This is an optimization exercise on Yosys and OpenROAD, whose aim is small area, a short achievable clock period and few clock cycles per item, not a production implementation. No run shown here included a check of the RTL's function; only the layout flow was run.

File: flow/flow/run.sh
#!/bin/bash
# The standard layout, with the port buffers made from buf_2 cells instead of the
# slow delay buffers buffer_ports picks by default.
set -euo pipefail
export BUFFER_PORTS_ARGS="-buffer_cell sky130_fd_sc_hd__buf_2"

bash standard.sh > standard.log 2>&1
File: flow/standard.sh
#!/bin/bash
# synth_recipe.tcl (not shown) runs the flow's synth.tcl, then flattens the netlist and writes it again
# the make line also repeats each setting of config.mk as NAME=value (left out here)
make -C /OpenROAD-flow-scripts/flow DESIGN_CONFIG=/design/flow/config.mk WORK_HOME=/design/flow/orfs CLKGATE_MAP_FILE= SYNTH_SCRIPT=/design/flow/synth_recipe.tcl "${@:-finish}"
File: flow/config.mk
export PLATFORM = sky130hd
export DESIGN_NAME = cordic
export DESIGN_NICKNAME = cordic
export VERILOG_FILES = /design/flow/design.v
export SDC_FILE = /design/flow/constraint.sdc
export NUM_CORES = 4
export LEC_CHECK = 0
export CAP_MARGIN = 20
export CORE_MARGIN = 2
export CORE_UTILIZATION = 70
export SETUP_SLACK_MARGIN = 1.0
export SLEW_MARGIN = 20
File: flow/constraint.sdc
create_clock -name core_clock -period 4.0 [get_ports {clk}]
set_input_delay 0.8000 -clock core_clock [delete_from_list [all_inputs] [get_ports {clk}]]
set_output_delay 0.8000 -clock core_clock [all_outputs]
set_load 0.01 [all_outputs]
File: flow/design.v
`timescale 1ns / 1ps
module cordic(
    input clk,
    input rst,                 
    input start,               
    input signed [7:0] xin,
    input signed [7:0] yin,
    input signed [7:0] angle,
    output reg signed [7:0] sine,
    output reg done
);
    reg signed [7:0] x, y, z;
    reg [6:0] ph;
    wire idle = ph[0];
    reg [7:0] xs, ys, at;
    integer j, k;
    always @(*) begin
        for (j = 0; j < 8; j = j + 1) begin
            xs[j] = idle & xin[j];
            ys[j] = idle & yin[j];
            for (k = 1; k < 7; k = k + 1) begin
                xs[j] = xs[j] | (ph[k] & x[(j + k > 7) ? 7 : j + k]);
                ys[j] = ys[j] | (ph[k] & y[(j + k > 7) ? 7 : j + k]);
            end
        end
        at = ({8{idle}} & 8'd50) | ({8{ph[1]}} & 8'd29) | ({8{ph[2]}} & 8'd15)
           | ({8{ph[3]}} & 8'd8) | ({8{ph[4]}} & 8'd4) | ({8{ph[5]}} & 8'd2)
           | ({8{ph[6]}} & 8'd1);
    end
    wire signed [7:0] xa = idle ? xin : x;
    wire signed [7:0] ya = idle ? yin : y;
    wire signed [7:0] za = idle ? angle : z;
    wire neg = za[7];
    function [7:0] addsub;
        input [7:0] a, b;
        input n;
        reg [7:0] bb, g, p, gg, pp;
        begin
            bb = b ^ {8{n}};
            g = a & bb;
            p = a ^ bb;
            gg = g;
            pp = p;
            gg[0] = g[0] | (p[0] & n);
            {gg[1], pp[1]} = {gg[1] | (pp[1] & gg[0]), pp[1] & pp[0]};
            {gg[3], pp[3]} = {gg[3] | (pp[3] & gg[2]), pp[3] & pp[2]};
            {gg[5], pp[5]} = {gg[5] | (pp[5] & gg[4]), pp[5] & pp[4]};
            {gg[7], pp[7]} = {gg[7] | (pp[7] & gg[6]), pp[7] & pp[6]};
            {gg[3], pp[3]} = {gg[3] | (pp[3] & gg[1]), pp[3] & pp[1]};
            {gg[7], pp[7]} = {gg[7] | (pp[7] & gg[5]), pp[7] & pp[5]};
            {gg[5], pp[5]} = {gg[5] | (pp[5] & gg[3]), pp[5] & pp[3]};
            {gg[2], pp[2]} = {gg[2] | (pp[2] & gg[1]), pp[2] & pp[1]};
            {gg[4], pp[4]} = {gg[4] | (pp[4] & gg[3]), pp[4] & pp[3]};
            {gg[6], pp[6]} = {gg[6] | (pp[6] & gg[5]), pp[6] & pp[5]};
            addsub = p ^ {gg[6:0], n};
        end
    endfunction
    always @(posedge clk) begin
        x <= addsub(xa, ys, ~neg);
        y <= addsub(ya, xs, neg);
        z <= addsub(za, at, ~neg);
        done <= ph[6] & ~rst;
        if (rst)
            ph <= 7'b0000001;
        else if (idle)
            ph <= start ? 7'b0000010 : 7'b0000001;
        else
            ph <= {ph[5:0], ph[6]};
    end
    always @(*) sine = z[7] ? y - (x >>> 7) : y + (x >>> 7);
endmodule
==> results of run 1 <==
-- cells in the final DEF (no fill, tap or decap), drive strengths merged, types with 10 or more instances in the layout --
master	synthesis	final
dfxtp	32	32
nand2	21	21
a222oi	10	10
fa	13	13
buf	8	54
mux2i	13	13
ha	19	19
xor2	11	11
inv	29	29
xnor2	27	27
a22oi	13	13
o21ai	14	14
-- cells by family (layout without fill, tap and decap cells) --
| logic type | count (synthesis) | after routing | synth area share (%) |
|---|---|---|---|
| xor gates and xnor gates | 38 | 38 | 12.9 |
| adders and majority gates | 32 | 32 | 19.3 |
| muxes | 20 | 20 | 8.08 |
| DFF | 32 | 32 | 24.8 |
| AOI/OAI and AO/OA | 59 | 59 | 16.8 |
| buffers and inverters | 46 | 91 | 7.16 |
| and+or+nand+nor | 57 | 57 | 11.0 |
-- sequential cells by signal, summed over array words and instances (netlist names) --
signal  cells
done        1
x           8
z           8
y           8
ph          7
-- cells in the mapped netlist, drive strengths merged (2+ instances only) --
master,n,area (um2)
xnor2,27,236
nand2,21,78.8
mux2i,13,130
nand2b,2,12.5
nor3,6,30.0
nor2,7,26.3
a21o,7,52.6
o21ai,14,70.1
nand3,5,25.0
a21boi,2,15.0
buf,8,42.5
nor2b,4,25.0
nand4,3,18.8
clkbuf,9,33.8
and2,5,31.3
a21oi,8,40.0
mux2,7,78.8
fa,13,260
inv,29,109
a222oi,10,100
ha,19,238
xor2,11,96.3
or3,3,28.8
a22oi,13,118
dfxtp,32,641
-- tightest hold or removal path: stages, from the launching register on --
cell,delay [ps]
dfxtp_1,310
mux2i_1,110
xor2_1,140
-- per-stage QoR --
step	hold WS, ps	setup slack [ps]	std cells	util (%)
detailed placement	560	715	353	76.8
CTS	586	994	362	80.8
floorplan	513	1060	284	-
finish	594	1010	377	88.1
global route	620	924	377	88.1
global placement	558	819	353	76.8
-- path summary, 6_finish.rpt --
| path | startpoint | end | slack [ps] | cells after the start |
|---|---|---|---|---|
| setup reg to reg | ph[5]$_SDFF_PP0_ | y[6]$_DFF_P_ | 1050 | 12 |
| hold reg to reg | z[0]$_DFF_P_ | z[0]$_DFF_P_ | 590 | 2 |
| hold / removal | z[0]$_DFF_P_ | z[0]$_DFF_P_ | 590 | 2 |
| setup / recovery | xin[1] | y[7]$_DFF_P_ | 1010 | 13 |
-- layout make-up --
type	count	share of cell area (%)
clock buffers	5	2.17
well taps	48	1.89
repair buffers	54	10.6
inverters	29	3.43
multi-input cells	206	60.0
clock inverters	3	1.34
flip-flops and latches	32	20.6
-- routing by layer --
layer	up-vias	part of all wire [%]	track usage, %
li1	1070	-	-
met1	1097	38	36.5
met2	162	50	52.8
met3	28	8.4	7.12
met4	0	3.3	12.0
met5	-	0	0
-- what timing repair did --
item / 4_1_cts / 5_1_grt
pin swaps: 1 / 28
hold buffers: 0 / 0
endpoints found under the hold margin: 0 / 0
setup endpoints to repair: 9 / 7
resized for setup: 9 / 33
setup buffers: 1 / 15
==> metrics.md, run 1 <==
| Metric | Value |
|---|---|
| Status | complete, no violations |
| CTS Sinks | 32 |
| Slew Limit Fails | 0 |
| Starting Density | 71.7% |
| Cell row count | 22 |
| Hpwl dp | 4.12 mm |
| Total CTS buffers | 5 |
| Fin crit share | 74.8% |
| DR iter-0 viols | 390 |
| Share of layout cells above drive strength 1 | 32.2% |
| Vias in the first global route | 2200 |
| Placement Cell Area | 2770 um2 |
| CP Data Required Time | 4180 ps |
| Sequential area share after synthesis | 24.8% |
| CTS clock-pin slew for the worst setup and hold paths | 80 ps |
| Post-route DRC | 0 |
| Slowest CP cell | fa_2 |
| Critical path startpoint category | input port |
| CTS max path bufs | 2 |
| DRT antenna net count | 0 |
| Worst skew pair latency | 290 ps |
| Number of flops mapped to enable cells by yosys | 0 |
| Largest net degree at the start of global routing | 24 |
| Min-delay worst type | reg2reg |
| Worst rel slew slack | 67.4% |
| Die footprint | 4200 um2 |
| Grt ovf | 0 |
| Setup crit end kind | flop |
| Register Area | 656 um2 |
| Setup TNS | 0 ps |
| Synth Instances | 284 |
| Via Count | 2357 |
| Worst path most repeated cell | a21o_1 |
| Peak Freq | 334 MHz |
| Antenna Diode Count | 0 |
| P&R area growth vs syn | 22.8% |
| Synthesized area | 2590 um2 |
| RSZ-0062 raised after global routing | true |
| Initial antenna violation count | 0 |
| Fill cells | 196 |
| Syn Nets | 343 |
| Slew @ Worst Pin | 489 ps |
| Final Setup Violations | 0 |
| TritonRoute pass-1 iters | 8 |
| Final Critical Period | 2990 ps |
| IO buf count | 35 |
| Max FO, Critical Path | 2 |
| Post-route cell area | 3180 um2 |
| Worst Path Arrival | 3170 ps |
| CP delay by family, top | compound AO/OA/AOI/OAI gates |
| Total GRT Usage | 30.6% |
| Synth Register Bits | 32 |
| Drt wl/cell | 17.8 um |
| Core ar. | 3610 um2 |
| Hold Vio Cnt, Final | 0 |
| Die Ht | 64.8 um |
| Placer Congestion | 0.822 |
| Max Clock Skew | 8.16 ps |
| Post-synth cell types | 38 |
| Area of the multi-input gates | 1900 um2 |
| CTS tree | done |
| Global-route wire length before repair | 9.89 mm |
| CP cell instances | buf_2, a222oi_1, nand3_1, xnor2_2, fa_2, inv_2, a21o_1, a21o_1, a21o_1, a21oi_1, fa_2, xnor2_2, xnor2_1 |
| Syn avg cell area | 9.11 um2 |
| Synth warn | 1 |
| Post-DR vias/cell | 6.25 |
| Io pins | 36 |
| Max_cap viols | 0 |
| Prevailing post-synth register cell | dfxtp_1 |
| # nets final | 387 |
| H-Tree Depth | 2 |
| CP Class | in2reg |
| Ys async rst share | 0% |
| Routed WL | 6.72 mm |
| Critical path buffers and inverters | 2 |
| Clock root cell | clkbuf_8 |
| Largest stage delay on the critical path | 380 ps |
| Die span in x | 64.8 um |
==> inputs of run 2 (changes only) <==
==> flow/design.v (replaced) <==
`timescale 1ns / 1ps
module cordic(
    input clk,
    input rst,                 
    input start,               
    input signed [7:0] xin,
    input signed [7:0] yin,
    input signed [7:0] angle,
    output reg signed [7:0] sine,
    output reg done
);
    reg signed [7:0] x, y, z;
    reg [6:0] ph;
    wire idle = ph[0];
    wire ni = angle[7];
    wire nr = z[7];
    wire [7:0] xsr, ysr;
    reg [7:0] xsh, ysh, at;
    integer j, k;
    always @(*) begin
        for (j = 0; j < 8; j = j + 1) begin
            xsh[j] = 1'b0;
            ysh[j] = 1'b0;
            for (k = 1; k < 7; k = k + 1) begin
                xsh[j] = xsh[j] | (ph[k] & x[(j + k > 7) ? 7 : j + k]);
                ysh[j] = ysh[j] | (ph[k] & y[(j + k > 7) ? 7 : j + k]);
            end
        end
        at = ({8{idle}} & 8'd50) | ({8{ph[1]}} & 8'd29) | ({8{ph[2]}} & 8'd15)
           | ({8{ph[3]}} & 8'd8) | ({8{ph[4]}} & 8'd4) | ({8{ph[5]}} & 8'd2)
           | ({8{ph[6]}} & 8'd1);
    end
    wire [7:0] bx = idle ? (yin ^ {8{~ni}}) : (ysh ^ {8{~nr}});
    wire [7:0] by = idle ? (xin ^ {8{ni}}) : (xsh ^ {8{nr}});
    wire n = idle ? ni : nr;
    wire signed [7:0] xa = idle ? xin : x;
    wire signed [7:0] ya = idle ? yin : y;
    wire signed [7:0] za = idle ? angle : z;
    function [7:0] addsub;
        input [7:0] a, b;
        input n;
        reg [7:0] bb, g, p, gg, pp, gn, pn;
        integer i, s;
        begin
            bb = b ^ {8{n}};
            g = a & bb;
            p = a ^ bb;
            gg = g;
            pp = p;
            gg[0] = g[0] | (p[0] & n);
            for (s = 1; s < 8; s = s * 2) begin
                gn = gg;
                pn = pp;
                for (i = s; i < 8; i = i + 1) begin
                    gn[i] = gg[i] | (pp[i] & gg[i - s]);
                    pn[i] = pp[i] & pp[i - s];
                end
                gg = gn;
                pp = pn;
            end
            addsub = p ^ {gg[6:0], n};
        end
    endfunction
    function [7:0] addc;
        input [7:0] a, b;
        input c;
        reg [7:0] g, p, gg, pp, gn, pn;
        integer i, s;
        begin
            g = a & b;
            p = a ^ b;
            gg = g;
            pp = p;
            gg[0] = g[0] | (p[0] & c);
            for (s = 1; s < 8; s = s * 2) begin
                gn = gg;
                pn = pp;
                for (i = s; i < 8; i = i + 1) begin
                    gn[i] = gg[i] | (pp[i] & gg[i - s]);
                    pn[i] = pp[i] & pp[i - s];
                end
                gg = gn;
                pp = pn;
            end
            addc = p ^ {gg[6:0], c};
        end
    endfunction
    always @(posedge clk) begin
        x <= addc(xa, bx, ~n);
        y <= addc(ya, by, n);
        z <= addsub(za, at, ~n);
        done <= ph[6] & ~rst;
        if (rst)
            ph <= 7'b0000001;
        else if (idle)
            ph <= start ? 7'b0000010 : 7'b0000001;
        else
            ph <= {ph[5:0], ph[6]};
    end
    always @(*) sine = z[7] ? y - (x >>> 7) : y + (x >>> 7);
endmodule
==> metrics.md, run 2 <==
| Metric | Value |
|---|---|
| Post-route DRC | 0 (unchanged) |
| Via Count | 2433 (was 2357) |
| Worst skew pair latency | 280 ps (was 290 ps) |
| Busiest grt layer | met2 (unchanged) |
| Post-CTS Hold Buffers | 0 (unchanged) |
| Worst hold slack | 565 ps (was 594 ps) |
| Most frequent cells in the layout | 35 x xnor2_1, 34 x buf_2, 26 x dfxtp_1 (was 34 x buf_2, 26 x inv_1, 26 x dfxtp_1) |
| Top flop regs | x: 8 flops, y: 8 flops, z: 8 flops (unchanged) |
| Drt wl/cell | 14.9 um (was 17.8 um) |
| CTS Sinks | 32 (unchanged) |
| Grt ovf | 0 (unchanged) |
| Prevailing post-synth register cell | dfxtp_1 (unchanged) |
| Initial antenna violation count | 0 (unchanged) |
| Max FO, Critical Path | 7 (was 2) |
| Final Setup Violations | 0 (unchanged) |
| Antenna Diode Count | 0 (unchanged) |
| Post-DR vias/cell | 5.91 (was 6.25) |
| CP Data Required Time | 3200 ps (was 4180 ps) |
| Syn Nets | 397 (was 343) |
| Largest area contributor in the netlist | dfxtp_1 (unchanged) |
| Die footprint | 4750 um2 (was 4200 um2) |
| Max Clock Skew | 6.11 ps (was 8.16 ps) |
| Slew Limit Fails | 0 (unchanged) |
| Synth Register Bits | 32 (unchanged) |
| Critical path startpoint category | flop (was input port) |
| Hold Vio Cnt, Final | 0 (unchanged) |
| Slowest CP cell | dfxtp_4 (was fa_2) |
| DR iter-0 viols | 165 (was 390) |
| Vias in the first global route | 2196 (was 2200) |
| Largest stage delay on the critical path | 410 ps (was 380 ps) |
| Die Ht | 68.9 um (was 64.8 um) |
| Final Critical Period | 2870 ps (was 2990 ps) |
| Clock root cell | clkbuf_8 (unchanged) |
| CTS clock-pin slew for the worst setup and hold paths | 70 ps (was 80 ps) |
| CP cell instances | ha_2, fa_1, nor2b_1, o21ai_1, a21boi_1, or4_1, nand3_1, buf_2 (was buf_2, a222oi_1, nand3_1, xnor2_2, fa_2, inv_2, a21o_1, a21o_1, a21o_1, a21oi_1, fa_2, xnor2_2, xnor2_1) |
| P&R area growth vs syn | 10.2% (was 22.8%) |
| Post-synth cell types | 47 (was 38) |
| Setup crit end kind | primary output (was flop) |
| RSZ-0062 raised after global routing | false (was true) |
| Routed WL | 6.16 mm (was 6.72 mm) |
| Share of layout cells above drive strength 1 | 22.1% (was 32.2%) |
| Max_cap viols | 0 (unchanged) |
| Cell row count | 23 (was 22) |
| Placement Setup Slack | 810 ps (was 715 ps) |
| Ys async rst share | 0% (unchanged) |
| Largest net degree at the start of global routing | 39 (was 24) |
| Hpwl dp | 4.52 mm (was 4.12 mm) |
| Setup WS post-layout | 1130 ps (was 1010 ps) |
| H-Tree Depth | 2 (unchanged) |
| Met1 Resource Use GR | 32.8% (was 36.5%) |
| Total GRT Usage | 27.6% (was 30.6%) |
| Synth Instances | 337 (was 284) |
| Setup TNS | 0 ps (unchanged) |
| Slew @ Worst Pin | 466 ps (was 489 ps) |
| Synth warn | 1 (unchanged) |
| Die span in x | 68.9 um (was 64.8 um) |
| Global-route wire length before repair | 9.74 mm (was 9.89 mm) |
| Syn avg cell area | 8.75 um2 (was 9.11 um2) |
| DRT antenna net count | 0 (unchanged) |
| Critical path buffers and inverters | 1 (was 2) |
| Synth top cells by count | 35 x xnor2_1, 32 x dfxtp_1, 27 x ha_1, 22 x nor2_1, 21 x nand2_1 (was 32 x dfxtp_1, 28 x inv_1, 27 x xnor2_1, 21 x nand2_1, 19 x ha_1) |
| Io pins | 36 (unchanged) |
| Worst rel slew slack | 68.9% (was 67.4%) |
| IO buf count | 35 (unchanged) |
| CP delay by family, top | simple AND/OR/NAND/NOR gates (was compound AO/OA/AOI/OAI gates) |
| M3 GR Usage | 4.71% (was 7.12%) |
| Post-synth top area share | 21.7% (was 24.8%) |
| CTS tree | done (unchanged) |
| Peak Freq | 348 MHz (was 334 MHz) |
| Core ar. | 4030 um2 (was 3610 um2) |
| Min-delay worst type | reg2reg (unchanged) |
| Synth top area cells | dfxtp_1 22%, ha_1 11%, xnor2_1 10%, mux2_2 6.5%, xor2_1 5.9% (was dfxtp_1 25%, fa_1 10%, ha_1 9.2%, xnor2_1 9.1%, mux2i_1 5.0%) |
| Placer Congestion | 0.889 (was 0.822) |
| Worst Path Arrival | 2070 ps (was 3170 ps) |
| Synthesized area | 2950 um2 (was 2590 um2) |
| Sequential area share after synthesis | 21.7% (was 24.8%) |
| # nets final | 421 (was 387) |
| Met2 Usage GRT | 49.3% (was 52.8%) |
| TritonRoute pass-1 iters | 6 (was 8) |
| CTS max path bufs | 2 (unchanged) |
| Fin crit share | 71.8% (was 74.8%) |
| Most common cell after layout, fill and taps aside | xnor2_1 (was buf_2) |
| Fill cells | 280 (was 196) |
| Top-count cell post-synth | xnor2_1 (was dfxtp_1) |
| Status | complete, no violations (unchanged) |
| Starting Density | 73.2% (was 71.7%) |
| CP Class | reg2out (was in2reg) |
| Total CTS buffers | 5 (unchanged) |
| Number of flops mapped to enable cells by yosys | 0 (unchanged) |
==> run 2: changes by cell type after synthesis, moves of 6 or more <==
cell      delta
fa_1         -7
a21oi_1      +7
mux2i_1     -11
a222oi_1     -6
o21ai_1     +14
mux2_2      +12
a22oi_1      +9
o21ai_0      -6
nor2_1      +15
xnor2_1      +8
inv_1       -16
ha_1         +8
xor2_1       +9
==> run 2: layer usage <==
layer | vias to the layer above | wire length [um]
met5 | - | 0
met4 | 0 | 91
met3 | 10 | 354
met2 | 87 | 3050
met1 | 1104 | 2660
li1 | 1232 | -
==> run 2: stage by stage <==
step | util [%] | instances | area (um2)
after floorplan | - | 337 | 2950
after global placement | 77.1 | 403 | 3110
after detailed placement | 77.1 | 403 | 3110
after CTS | 79.8 | 411 | 3210
after global routing | 80.7 | 412 | 3250
final | 80.7 | 412 | 3250
==> run 2: cell type report <==
cell class                      instances  area [um2]  share of cell area (%)
Clock buffer                            6        82.6                    2.54
Clock inverter                          2        10.0                   0.308
Inverter                               13        48.8                    1.50
Multi-Input combinational cell        271        2190                    67.4
Sequential cell                        32         653                    20.1
Tap cell                               50        62.6                    1.92
Timing Repair Buffer                   38         204                    6.27
==> run 2: path summary, 6_finish.rpt <==
check                                 startpoint      endpoint  slack [ps]  depth (start not counted)
worst max-delay path                x[7]$_DFF_P_       sine[6]        1130                          8
worst min-delay path                z[0]$_DFF_P_  z[0]$_DFF_P_         560                          2
worst max register to register  ph[3]$_SDFF_PP0_  y[6]$_DFF_P_        1230                         11
worst min register to register      z[0]$_DFF_P_  z[0]$_DFF_P_         560                          2
==> run 2: kinds of logic (layout without fill, tap and decap cells) <==
kind of cell	count (synthesis)	count (layout)	synth area share, %
AOI/OAI and AO/OA	84	84	19.3
muxes	22	22	8.82
buffers and inverters	34	59	4.92
xor gates and xnor gates	57	57	17.9
and+or+nand+nor	75	75	11.9
adders and majority gates	33	33	15.5
DFF	32	32	21.7
==> run 2: worst min-delay path: stages (launching register included) <==
cell and delay, ps:
dfxtp_1 350, mux2i_4 70, xnor2_1 110
==> run 2: repair_timing <==
action	CTS	global route
setup buffers	0	1
setup endpoints to repair	4	4
gates resized for setup	5	9
pin swaps	0	1
==> inputs of run 3 (changes only) <==
==> flow/design.v (replaced) <==
`timescale 1ns / 1ps
module cordic(
    input clk,
    input rst,                 
    input start,               
    input signed [7:0] xin,
    input signed [7:0] yin,
    input signed [7:0] angle,
    output reg signed [7:0] sine,
    output reg done
);
    reg signed [7:0] x, y, z;
    reg [6:0] ph;
    wire idle = ph[0];
    wire ni = angle[7];        
    wire nr = z[7];            
    wire [7:0] xi = xin ^ {8{ni}};        
    wire [7:0] yi = yin ^ {8{~ni}};       
    wire [7:0] xr = x ^ {8{nr}};
    wire [7:0] yr = y ^ {8{~nr}};
    reg [7:0] bx, by, bz;
    integer j, k;
    always @(*) begin
        for (j = 0; j < 8; j = j + 1) begin
            by[j] = idle & xi[j];
            bx[j] = idle & yi[j];
            for (k = 1; k < 7; k = k + 1) begin
                by[j] = by[j] | (ph[k] & xr[(j + k > 7) ? 7 : j + k]);
                bx[j] = bx[j] | (ph[k] & yr[(j + k > 7) ? 7 : j + k]);
            end
        end
        bz = ({8{idle}} & (ni ? 8'd50 : ~8'd50)) | ({8{ph[1]}} & (nr ? 8'd29 : ~8'd29))
           | ({8{ph[2]}} & (nr ? 8'd15 : ~8'd15)) | ({8{ph[3]}} & (nr ? 8'd8 : ~8'd8))
           | ({8{ph[4]}} & (nr ? 8'd4 : ~8'd4)) | ({8{ph[5]}} & (nr ? 8'd2 : ~8'd2))
           | ({8{ph[6]}} & (nr ? 8'd1 : ~8'd1));
    end
    wire n = idle ? ni : nr;
    wire [7:0] xa = idle ? xin : x;
    wire [7:0] ya = idle ? yin : y;
    wire [7:0] za = idle ? angle : z;
    function [7:0] add_c;
        input [7:0] a, b;
        input c;
        reg [8:0] t;
        begin
            t = {a, 1'b1} + {b, c};
            add_c = t[8:1];
        end
    endfunction
    always @(posedge clk) begin
        x <= add_c(xa, bx, ~n);
        y <= add_c(ya, by, n);
        z <= add_c(za, bz, ~n);
        done <= ph[6] & ~rst;
        if (rst)
            ph <= 7'b0000001;
        else if (idle)
            ph <= start ? 7'b0000010 : 7'b0000001;
        else
            ph <= {ph[5:0], ph[6]};
    end
    always @(*) sine = z[7] ? y - (x >>> 7) : y + (x >>> 7);
endmodule
--- a/flow/flow/run.sh
+++ b/flow/flow/run.sh
@@ -5,3 +5,2 @@
 export BUFFER_PORTS_ARGS="-buffer_cell sky130_fd_sc_hd__buf_2"
-
 bash standard.sh > standard.log 2>&1
--- a/flow/config.mk
+++ b/flow/config.mk
@@ -10,3 +10,3 @@
 export CORE_UTILIZATION = 70
-export SETUP_SLACK_MARGIN = 1.0
+export SETUP_SLACK_MARGIN = 0.8
 export SLEW_MARGIN = 20
==> metrics.md, run 3 <==
| Metric | Value |
|---|---|
| Largest net degree at the start of global routing | 39 (unchanged) |
| Core ar. | 4440 um2 (was 4030 um2) |
| CP cell instances | ha_4, inv_1, ha_1, nor2b_1, o21ai_2, a21boi_1, or4_1, nand3_1, buf_2 (was ha_2, fa_1, nor2b_1, o21ai_1, a21boi_1, or4_1, nand3_1, buf_2) |
| Starting Density | 74.2% (was 73.2%) |
| H-Tree Depth | 2 (unchanged) |
| Ys async rst share | 0% (unchanged) |
| Syn Nets | 473 (was 397) |
| Worst rel slew slack | 45.4% (was 68.9%) |
| Initial antenna violation count | 0 (unchanged) |
| Hpwl dp | 6.41 mm (was 4.52 mm) |
| Die span in x | 72.6 um (was 68.9 um) |
| Placer Congestion | 1.00 (was 0.889) |
| Slowest CP cell | or4_1 (was dfxtp_4) |
| Largest stage delay on the critical path | 430 ps (was 410 ps) |
| Final Setup Violations | 0 (unchanged) |
| Max FO, Critical Path | 6 (was 7) |
| Post-route cell area | 3580 um2 (was 3250 um2) |
| Top flop regs | x: 8 flops, y: 8 flops, z: 8 flops (unchanged) |
| Total CTS buffers | 5 (unchanged) |
| Routed WL | 8.63 mm (was 6.16 mm) |
| Total GRT Usage | 34.2% (was 27.6%) |
| Global-route wire length before repair | 14.1 mm (was 9.74 mm) |
| Synth top area cells | dfxtp_1 19%, ha_1 11%, xnor2_1 6.4%, xor2_1 5.6%, mux2_2 5.5% (was dfxtp_1 22%, ha_1 11%, xnor2_1 10%, mux2_2 6.5%, xor2_1 5.9%) |
| Via Count | 3278 (was 2433) |
| Most common cell after layout, fill and taps aside | buf_2 (was xnor2_1) |
| Number of flops mapped to enable cells by yosys | 0 (unchanged) |
| Vias in the first global route | 3065 (was 2196) |
| Setup TNS | 0 ps (unchanged) |
| Synth Register Bits | 32 (unchanged) |
| DR iter-0 viols | 507 (was 165) |
| Top-count cell post-synth | dfxtp_1 (was xnor2_1) |
| Synth warn | 1 (unchanged) |
| Largest area contributor in the netlist | dfxtp_1 (unchanged) |
| Placement Cell Area | 3450 um2 (was 3110 um2) |
| Final Critical Period | 3150 ps (was 2870 ps) |
| Clock root cell | clkbuf_8 (unchanged) |
| Placement Setup Slack | 844 ps (was 810 ps) |
| P&R area growth vs syn | 8.69% (was 10.2%) |
| Synthesized area | 3300 um2 (was 2950 um2) |
| Fin crit share | 78.7% (was 71.8%) |
| CTS Sinks | 32 (unchanged) |
| Cell row count | 24 (was 23) |
| Post-synth top area share | 19.4% (was 21.7%) |
| Grt ovf | 0 (unchanged) |
| Syn avg cell area | 7.98 um2 (was 8.75 um2) |
| Peak Freq | 318 MHz (was 348 MHz) |
| Die footprint | 5270 um2 (was 4750 um2) |
| CTS tree | done (unchanged) |
| Prevailing post-synth register cell | dfxtp_1 (unchanged) |
| Drt wl/cell | 17.9 um (was 14.9 um) |
| Synth Instances | 413 (was 337) |
| Worst Path Arrival | 2350 ps (was 2070 ps) |
| CP Data Required Time | 3200 ps (about the same) |
| Hold path depth | 2 (unchanged) |
| Post-synth cell types | 54 (was 47) |
| TritonRoute pass-1 iters | 9 (was 6) |
| Sequential area share after synthesis | 19.4% (was 21.7%) |
| # nets final | 490 (was 421) |
| Status | complete, no violations (unchanged) |
| Io pins | 36 (unchanged) |
| Max Clock Skew | 5.96 ps (was 6.11 ps) |
| Post-DR vias/cell | 6.79 (was 5.91) |
| R2R depth | 10 (was 11) |
| Antenna Diode Count | 0 (unchanged) |
| Hold Vio Cnt, Final | 0 (unchanged) |
| Post-route DRC | 0 (unchanged) |
| CTS clock-pin slew for the worst setup and hold paths | 70 ps (about the same) |
| Most frequent cells in the layout | 35 x buf_2, 30 x nand2_1, 28 x ha_1, 28 x dfxtp_1 (was 35 x xnor2_1, 34 x buf_2, 26 x dfxtp_1) |
| Min-delay worst type | reg2reg (unchanged) |
| Max_cap viols | 0 (unchanged) |
| Setup WS post-layout | 851 ps (was 1130 ps) |
| Synth top cells by count | 32 x dfxtp_1, 30 x nand2_1, 29 x ha_1, 26 x o21ai_0 (was 35 x xnor2_1, 32 x dfxtp_1, 27 x ha_1, 22 x nor2_1, 21 x nand2_1) |
| IO buf count | 35 (unchanged) |
| RSZ-0062 raised after global routing | true (was false) |
| Share of layout cells above drive strength 1 | 17.6% (was 22.1%) |
| Critical path startpoint category | flop (unchanged) |
| CP Class | reg2out (unchanged) |
| Worst skew pair latency | 290 ps (was 280 ps) |
| CTS max path bufs | 2 (unchanged) |
| Slew Limit Fails | 0 (unchanged) |
| Die Ht | 72.6 um (was 68.9 um) |
| Slew @ Worst Pin | 796 ps (was 466 ps) |
| Setup crit end kind | primary output (unchanged) |
| DRT antenna net count | 0 (unchanged) |
[run 3: cell count changes after synthesis, moves of 6 or more]
cell | previous run | this run
buf_1 | 0 | 9
nand2_1 | 21 | 30
o22ai_1 | 0 | 14
a21oi_1 | 15 | 21
o21ai_0 | 5 | 26
o21ai_1 | 17 | 0
xnor2_1 | 35 | 24
inv_1 | 12 | 22
[run 3: routing by layer]
layer,GRT usage (%),wire length [um]
met1,47.4,3510
met2,51.6,3740
met3,7.60,1000
met4,13.6,376
met5,0,0
[run 3: final cells by class]
type / instances / area, um2
Clock buffer: 6 / 72.6
Inverter: 23 / 86.3
Tap cell: 52 / 65.1
Multi-Input combinational cell: 330 / 2480
Timing Repair Buffer: 38 / 198
Fill cell: 305 / 862
Clock inverter: 2 / 35.0
Sequential cell: 32 / 646
[run 3: worst max-delay path: cells and delay by family, from the launching register on]
family / cells / cell delay (ps)
simple gates: 3 / 670
fa+ha+maj: 2 / 510
flops: 1 / 390
compound gates: 2 / 240
buf+inv: 2 / 230
[run 3: per-stage QoR]
stage / hold WS (ps) / util, % / std cells
final: 666 / 80.6 / 483
after global routing: 710 / 80.6 / 483
after CTS: 672 / 80.3 / 483
after detailed placement: 650 / 77.6 / 475
after global placement: 636 / 77.6 / 475
after floorplan: 600 / - / 413
[run 3: final timing paths]
| kind | startpoint | endpoint | slack, ps |
|---|---|---|---|
| worst max-delay path | x[7]$_DFF_P_ | sine[6] | 850 |
| worst min-delay path | z[0]$_DFF_P_ | z[0]$_DFF_P_ | 670 |
| worst max register to register | ph[3]$_SDFF_PP0_ | x[7]$_DFF_P_ | 970 |
| worst min register to register | z[0]$_DFF_P_ | z[0]$_DFF_P_ | 670 |
[run 3: what timing repair did]
| action | CTS | global route |
|---|---|---|
| hold buffers | 0 | 0 |
| resized for setup | 5 | 5 |
| endpoints found under the setup margin | 2 | 5 |
| buffers inserted | 0 | 0 |
[run 3: cells by family after synthesis]
| kind of cell | Yosys count | synth area share [%] |
|---|---|---|
| buffers and inverters | 51 | 6.04 |
| xor gates and xnor gates | 45 | 12.0 |
| AOI/OAI and AO/OA | 133 | 27.8 |
| DFF | 32 | 19.4 |
| muxes | 19 | 6.38 |
| and+or+nand+nor | 100 | 15.0 |
| adders and majority gates | 33 | 13.4 |
==> inputs of run 4 (changes only) <==
==> flow/design.v (replaced) <==
`timescale 1ns / 1ps
module cordic(
    input clk,
    input rst,                 
    input start,               
    input signed [7:0] xin,
    input signed [7:0] yin,
    input signed [7:0] angle,
    output reg signed [7:0] sine,
    output reg done
);
    reg signed [7:0] x, y, z;
    reg [1:0] p;
    reg busy;
    reg [7:0] at0, at1;
    always @(*) begin
        case (p)
            2'd0: begin at0 = 8'd50; at1 = 8'd29; end
            2'd1: begin at0 = 8'd15; at1 = 8'd8;  end
            2'd2: begin at0 = 8'd4;  at1 = 8'd2;  end
            default: begin at0 = 8'd1; at1 = 8'd0; end
        endcase
    end
    wire [2:0] sh0 = {p, 1'b0};
    wire [2:0] sh1 = {p, 1'b1};
    wire n0 = z[7];
    wire signed [7:0] x1 = n0 ? x + (y >>> sh0) : x - (y >>> sh0);
    wire signed [7:0] y1 = n0 ? y - (x >>> sh0) : y + (x >>> sh0);
    wire signed [7:0] z1 = n0 ? z + at0 : z - at0;
    wire n1 = z1[7];
    wire signed [7:0] x2 = n1 ? x1 + (y1 >>> sh1) : x1 - (y1 >>> sh1);
    wire signed [7:0] y2 = n1 ? y1 - (x1 >>> sh1) : y1 + (x1 >>> sh1);
    wire signed [7:0] z2 = n1 ? z1 + at1 : z1 - at1;
    always @(posedge clk) begin
        done <= 1'b0;
        if (rst) begin
            busy <= 1'b0;
        end else if (start) begin
            x <= xin;
            y <= yin;
            z <= angle;
            p <= 2'd0;
            busy <= 1'b1;
        end else if (busy) begin
            x <= x2;
            y <= y2;
            z <= z2;
            p <= p + 2'd1;
            if (p == 2'd3) begin
                busy <= 1'b0;
                done <= 1'b1;
            end
        end
    end
    always @(*) sine = y;
endmodule
==> flow/run.sh (new file) <==
#!/bin/bash
# synth_recipe.tcl (not shown) runs the flow's synth.tcl, then flattens the netlist and writes it again
# the make line also repeats each setting of config.mk as NAME=value (left out here)
make -C /OpenROAD-flow-scripts/flow DESIGN_CONFIG=/design/flow/config.mk WORK_HOME=/design/flow/orfs CLKGATE_MAP_FILE= SYNTH_SCRIPT=/design/flow/synth_recipe.tcl finish
--- a/flow/config.mk
+++ b/flow/config.mk
@@ -9,4 +9,3 @@
 export CORE_MARGIN = 2
-export CORE_UTILIZATION = 70
-export SETUP_SLACK_MARGIN = 0.8
+export CORE_UTILIZATION = 40
 export SLEW_MARGIN = 20
removed: flow/flow/run.sh
removed: flow/standard.sh
==> metrics.md, run 4 <==
| Metric | Value |
|---|---|
| Synthesized area | 4460 um2 (was 3300 um2) |
| Max Clock Skew | 17.9 ps (was 5.96 ps) |
| Core ar. | 10800 um2 (was 4440 um2) |
| CTS Sinks | 28 (was 32) |
| Layout check faults | negative setup slack |
| Min-delay worst type | reg2reg (unchanged) |
| Hold path startpoint | busy$_SDFF_PP0_ (was z[0]$_DFF_P_) |
| Hpwl dp | 11.6 mm (was 6.41 mm) |
| CTS max path bufs | 2 (unchanged) |
| Final Critical Period | 5710 ps (was 3150 ps) |
| Most frequent cells in the layout | 202 x buf_4, 54 x nand2_1, 43 x ha_1 (was 35 x buf_2, 30 x nand2_1, 28 x ha_1, 28 x dfxtp_1) |
| Ys async rst share | 0% (unchanged) |
| Top-count cell post-synth | nand2_1 (was dfxtp_1) |
| Starting Density | 41.1% (was 74.2%) |
| CTS tree | done (unchanged) |
| CTS clock-pin slew for the worst setup and hold paths | 120 ps (was 70 ps) |
| Drt wl/cell | 17.0 um (was 17.9 um) |
| Antenna Diode Count | 0 (unchanged) |
| Fin crit share | 143% (was 78.7%) |
| Io pins | 36 (unchanged) |
| Slew @ Worst Pin | 527 ps (was 796 ps) |
| Cell row count | 38 (was 24) |
| Critical path startpoint category | flop (unchanged) |
| Grt ovf | 0 (unchanged) |
| Max FO, Critical Path | 4 (was 6) |
| Max_cap viols | 0 (unchanged) |
| Post-route cell area | 7350 um2 (was 3580 um2) |
| P&R area growth vs syn | 64.8% (was 8.69%) |
| Most common cell after layout, fill and taps aside | buf_4 (was buf_2) |
| CP delay by family, top | compound AO/OA/AOI/OAI gates (was simple AND/OR/NAND/NOR gates) |
| Post-synth top area share | 17.5% (was 19.4%) |
| Post-route DRC | 0 (unchanged) |
| CP Class | reg2reg (was reg2out) |
| Vias in the first global route | 5046 (was 3065) |
| Fill cells | 844 (was 305) |
| R2R Path Start | p[0]$_SDFFCE_PP0P_ (was ph[3]$_SDFF_PP0_) |
| Setup TNS | -20610 ps (was 0 ps) |
| RSZ-0062 raised after global routing | true (unchanged) |
| Final Setup Violations | 23 (was 0) |
| Worst Path Arrival | 5750 ps (was 2350 ps) |
| Sequential area share after synthesis | 18.4% (was 19.4%) |
| Slowest CP cell | mux4_2 (was or4_1) |
| Top flop regs | x: 8 flops, y: 8 flops, z: 8 flops (unchanged) |
| CP cell instances | buf_6, mux4_2, inv_2, ha_4, mux2_4, inv_2, ha_4, nor2b_4, o31a_1, or4_4, a31oi_4, xnor3_2, o22ai_4, and2_4, or3_1, o211ai_1, ha_1, and3_4, o2111ai_4, a31oi_4, nor2_2, maj3_2, xnor2_2, o21ai_1 (was ha_4, inv_1, ha_1, nor2b_1, o21ai_2, a21boi_1, or4_1, nand3_1, buf_2) |
| Status | failed layout checks (was complete, no violations) |
| Routed WL | 15.8 mm (was 8.63 mm) |
| Slew Limit Fails | 0 (unchanged) |
| Total GRT Usage | 26.0% (was 34.2%) |
| Setup crit end kind | flop (was primary output) |
| Largest stage delay on the critical path | 540 ps (was 430 ps) |
| TritonRoute pass-1 iters | 4 (was 9) |
| Synth warn | 1 (unchanged) |
| Synth top area cells | edfxtp_1 18%, ha_1 14%, xnor2_1 8.1%, nand2_1 4.9%, o21ai_0 4.8% (was dfxtp_1 19%, ha_1 11%, xnor2_1 6.4%, xor2_1 5.6%, mux2_2 5.5%) |
| Placer Congestion | 0.971 (was 1.00) |
| Post-DR vias/cell | 5.41 (was 6.79) |
| Die span in x | 110 um (was 72.6 um) |
| Worst rel slew slack | 64.3% (was 45.4%) |
| Placement Setup Slack | -1810 ps (was 844 ps) |
| DRT antenna net count | 0 (unchanged) |
| Share of layout cells above drive strength 1 | 43.7% (was 17.6%) |
| IO buf count | 35 (unchanged) |
| Synth Instances | 553 (was 413) |
| Placement Cell Area | 6330 um2 (was 3450 um2) |
| # nets final | 876 (was 490) |
| H-Tree Depth | 1 (was 2) |
| Synth Register Bits | 28 (was 32) |
| Die Ht | 110 um (was 72.6 um) |
| CP startpoint | p[0]$_SDFFCE_PP0P_ (was x[7]$_DFF_P_) |
| Via Count | 5039 (was 3278) |
| Critical path buffers and inverters | 3 (was 2) |
| Initial antenna violation count | 0 (unchanged) |
| Post-synth cell types | 68 (was 54) |
| Peak Freq | 175 MHz (was 318 MHz) |
| Clock root cell | clkbuf_8 (unchanged) |
| Synth top cells by count | 58 x nand2_1, 50 x ha_1, 45 x nor2_1, 43 x o21ai_0, 41 x xnor2_1 (was 32 x dfxtp_1, 30 x nand2_1, 29 x ha_1, 26 x o21ai_0) |
| DR iter-0 viols | 311 (was 507) |
| Die footprint | 12000 um2 (was 5270 um2) |
| Worst skew pair latency | 300 ps (was 290 ps) |
| Syn Nets | 636 (was 473) |
| Post-CTS Hold Buffers | 0 (unchanged) |
| Hold Vio Cnt, Final | 0 (unchanged) |
| Setup WS post-layout | -1710 ps (was 851 ps) |
| Worst hold slack | 511 ps (was 666 ps) |
| Syn avg cell area | 8.06 um2 (was 7.98 um2) |
| Prevailing post-synth register cell | edfxtp_1 (was dfxtp_1) |
| Largest net degree at the start of global routing | 51 (was 39) |
| Number of flops mapped to enable cells by yosys | 26 (was 0) |
| Global-route wire length before repair | 24.4 mm (was 14.1 mm) |
| Total CTS buffers | 3 (was 5) |
| Largest area contributor in the netlist | edfxtp_1 (was dfxtp_1) |
| CP Data Required Time | 4040 ps (was 3200 ps) |
[run 4: changes by cell type after synthesis, moves of 14 or more]
cell      delta
nor2_1      +21
nand2_1     +28
a21oi_1     +19
o21ai_0     +17
xnor2_1     +17
inv_1       +14
dfxtp_1     -30
edfxtp_1    +26
a22oi_1     -16
ha_1        +21
[run 4: worst register-to-register path: stages, from the launching register on]
cell and delay, ps:
edfxtp_1 490, buf_6 130, mux4_2 540, inv_2 100, ha_4 200, mux2_4 300
inv_2 70, ha_4 190, nor2b_4 120, o31a_1 270, or4_4 440, a31oi_4 160
xnor3_2 360, o22ai_4 200, and2_4 180, or3_1 110, o211ai_1 90, ha_1 360
and3_4 210, o2111ai_4 150, a31oi_4 200, nor2_2 60, maj3_2 330, xnor2_2 130
o21ai_1 70
[run 4: routing by layer]
layer | wire length [um] | global-route usage, % | vias up | part of all wire, %
met5 | 0 | 0 | - | 0
met3 | 487 | 2.13 | 29 | 3.1
met4 | 454 | 9.95 | 0 | 2.9
li1 | - | - | 2471 | -
met2 | 8320 | 47.5 | 99 | 53
met1 | 6580 | 31.6 | 2440 | 42
[run 4: kinds of logic (layout without fill, tap and decap cells)]
family	Yosys count	after routing	share of synthesized area (%)
and+or+nand+nor	173	173	19.1
buffers and inverters	58	297	5.02
adders and majority gates	57	57	17.0
DFF	28	28	18.4
muxes	18	18	5.19
AOI/OAI and AO/OA	161	161	23.3
xor gates and xnor gates	58	58	12.0
[run 4: timing repair]
item | CTS | global route
pin swaps | 25 | 40
buffers inserted | 27 | 20
setup endpoints to repair | 23 | 23
cloned | 0 | 1
gates resized for setup | 53 | 84
[run 4: layout make-up]
class	instances	area [um2]	area share (%)
clock buffer	3	41.3	0.562
clock inverter	1	30.0	0.409
inverter	37	141	1.92
multi-input combinational	467	4030	54.9
sequential	28	821	11.2
tap	140	175	2.38
timing repair buffer	256	2110	28.7
[run 4: final timing paths]
path	to	depth (start not counted)	slack, ps
setup / recovery	x[7]$_DFFE_PP_	24	-1710
hold reg to reg	done$_SDFF_PP0_	1	510
setup reg to reg	x[7]$_DFFE_PP_	24	-1710
hold / removal	done$_SDFF_PP0_	1	510
[run 4: metrics by stage]
stage	util, %	std cells
floorplan	-	553
global placement	58.4	884
detailed placement	58.4	884
CTS	62.8	914
global route	67.8	932
finish	67.8	932

-- separate check: timing with driven ports --
Ports are ideal in the flow. The routed layouts listed here were re-timed in OpenROAD. Step 1 assumes that a clkbuf_16 drives the clock port and a buf_2 every other input. Step 2 also shifts input and output timing later by t, the mid clock arrival at the registers, as if the neighbouring blocks saw the same clock. a / b / c = ideal ports / drivers / drivers and shift; a / b = the first two.
run | shift t [ns] | slack for setup (ns) | latest minus earliest clock arrival (ns) | worst register clock-pin slew, ns
run 1 | 0.314 | 1.006 / 1.008 / 0.699 | 0.009 / 0.008 | 0.08 / 0.08
run 2 | 0.310 | 1.127 / 1.096 / 0.883 | 0.007 / 0.006 | 0.07 / 0.07
run 3 | 0.308 | 0.851 / 0.826 / 0.824 | 0.006 / 0.006 | 0.07 / 0.07
run 4 | 0.327 | -1.710 / -1.710 / -1.710 | 0.018 / 0.018 | 0.12 / 0.12
For run 1, which loses most, drivers alone change the setup slack by +0.002 ns; drivers and shift together by -0.307 ns.
